This is an optimization exercise on Yosys and OpenROAD, whose aim is a short achievable clock period and few clock cycles, not a production implementation. At most, simulation tests tie the RTL to the original design; equivalence was not proved. Power is estimated from default activity; no workload was simulated.

job 2821:
## cpu
module cpu (
    input   logic        clk,
    input   logic        reset,
    input   logic        run_i,
    input   logic        continue_i,
    output  logic [15:0] hex_display_debug,
    output  logic [15:0] led_o,
    output  logic        paused_o,
    input   logic [15:0] mem_rdata,
    output  logic [15:0] mem_wdata,
    output  logic [15:0] mem_addr,
    output  logic        mem_mem_ena,
    output  logic        mem_wr_ena
);
Size: about 4800 cells after synthesis, about 880 flip-flops, about 87 I/O pins, roughly 48000 um^2 of cells after synthesis.
export LEC_CHECK = 0
export ABC_CLOCK_PERIOD_IN_PS = 1500
export CAP_MARGIN = 20
export CORE_MARGIN = 2
export CORE_UTILIZATION = 40
export SETUP_SLACK_MARGIN = 4.8
export SLEW_MARGIN = 20
export TNS_END_PERCENT = 20
create_clock -name core_clock -period 7.0 [get_ports {clk}]
standard.sh (not shown) runs the stock make flow with config.mk's settings and CLKGATE_MAP_FILE= SYNTH_SCRIPT=/design/flow/synth_recipe.tcl, a recipe that flattens the netlist after the stock synthesis.
==> flow/flow/run.sh <==
#!/bin/bash
# Standard layout, with a plain buffer (not a delay buffer) on every port, and
# without the adder-extraction step in synthesis (abc maps the adders as
# plain logic). Registers are the same as the standard synthesis's.
set -euo pipefail
export BUFFER_PORTS_ARGS="-buffer_cell sky130_fd_sc_hd__buf_4"
export ADDER_MAP_FILE=
bash standard.sh finish > run_standard.log 2>&1
Testbench counts of job 2821, summed over its fixed seeds: cycles 62,264.
diff inputs: job 2821 => job 4258
--- a/flow/design.v
+++ b/flow/design.v
@@ -828,46 +828,46 @@
     assign n_sr2  = nxe[E_SR2I +: 3];
     function automatic logic hz(input logic [EW-1:0] e);
         logic u1, u2;
         logic [2:0] a, b;
         u1 = e[E_USE1];
         u2 = e[E_USE2];
         a  = e[E_SR1I +: 3];
         b  = e[E_SR2I +: 3];
         hz = (l0_v & ((u1 & (l0_d == a)) | (u2 & (l0_d == b))))
            | (l1_v & ((u1 & (l1_d == a)) | (u2 & (l1_d == b))))
            | (l2_v & ((u1 & (l2_d == a)) | (u2 & (l2_d == b))))
-           | (e[E_BR] & (l0_c | l1_c | l2_c));
+           | (e[E_BR] & (l0_c | l1_c | l2_c))
+           | (u2 & (b == 3'd7) & x_fire & x_jsr);    
     endfunction
     logic run_next, ent_q, ent_a, ent;
     assign run_next = ((run_st == S_RUN) & ~(x_fire & x_pse))
                     | ((run_st == S_P2) & ~continue_i);
     logic ent_q_nr;
     assign ent_q_nr = ~hz(hr) & run_next;
     assign ent_q = ent_q_nr & ~redir;
     assign ent_a = arr_fetch & ~hz(decode(arr_r)) & run_next & ~redir;
     assign ent   = n_q ? ent_q : ent_a;
     function automatic logic [15:0] rd_fwd(input logic [2:0] r);
         logic [15:0] v;
         if (x_fire & x_jsr & (r == 3'd7))   v = x_pc1;
         else if (ld_we & (s2_dr == r))      v = mem_rdata;
         else                                v = rf[r*16 +: 16];
         rd_fwd = (x_fire & x_alu & (x_dri == r)) ? alu_res : v;
     endfunction
     logic [15:0] rd_opb, opb_v;
     logic [2:0]  n_ia, n_ib;
     assign n_ia = nxe[E_IR + 0 +: 3];
     assign n_ib = nxe[E_IR + 9 +: 3];
     always_comb begin
         if (nxe[E_IMM])                         opb_v = {{11{nxe[E_IR + 4]}}, nxe[E_IR +: 5]};
-        else if (x_fire & x_jsr & (n_sr2 == 3'd7)) opb_v = x_pc1;
         else if (ld_we & (s2_dr == n_sr2))      opb_v = mem_rdata;
         else if (nxe[E_STR])                    opb_v = rf[n_ib*16 +: 16];
         else                                    opb_v = rf[n_ia*16 +: 16];
         rd_opb = (~nxe[E_IMM] & x_fire & x_alu & (x_dri == n_sr2)) ? alu_res : opb_v;
     end
     function automatic logic [15:0] rd_fwd2(input logic [2:0] r, input logic imm, input logic [15:0] iv);
         logic [15:0] v;
         if (imm)                            v = iv;
         else if (x_fire & x_jsr & (r == 3'd7)) v = x_pc1;
         else if (ld_we & (s2_dr == r))      v = mem_rdata;
         else                                v = rf[r*16 +: 16];
Results
The final reports for job 4258 and job 2821 show synthesis-to-layout area growth lower in the former. Across both runs, combinational cell fraction of total power was lower for job 4258 than for job 2821. Compared with job 2821, job 4258 instantiates a smaller number of standard cells. Worst path setup slack after routing for job 4258 is higher than for job 2821. Job 4258 vs job 2821 — detailed placer's ending HPWL dropped about 3%. Lower count of mapped cells out of synthesis goes to job 4258 over job 2821. In job 4258, the number of nets in the layout came out 153 below the value in job 2821. Looking at first-iteration DRC count, job 4258 sits 343 above job 2821. Going from job 2821 to job 4258, final instance area lower; well-tap cell count lower; critical path depth in cells -2.
For job 4258, only the layout was checked, not whether the RTL still works.

[re-timing with driven ports]
Ports are ideal in the flow. The routed layouts listed here were re-timed in OpenROAD. Step 1: set_driving_cell puts a clkbuf_16 on clk and a buf_2 on each other input, an assumption about the parent block. Step 2 adds t to the input delays and takes it off the output delays; t is the mean of the earliest and latest rising clock arrival at the registers after step 1. Input paths then give back, and output paths get back, about the clock's delay inside the block. Three values: no drivers, after step 1, after step 2; two values: the first two.
| run | t, ns | setup WS [ns] | latest minus earliest clock arrival (ns) |
|---|---|---|---|
| job 2821 | 0.769 | 3.834 / 3.834 / 3.069 | 0.058 / 0.058 |
| job 4258 | 0.765 | 3.901 / 3.901 / 3.149 | 0.058 / 0.058 |
After both steps setup and hold are still met in every run listed. The setup slack of job 2821, which loses most, moves by 0.000 ns with the drivers and by -0.765 ns with both steps.
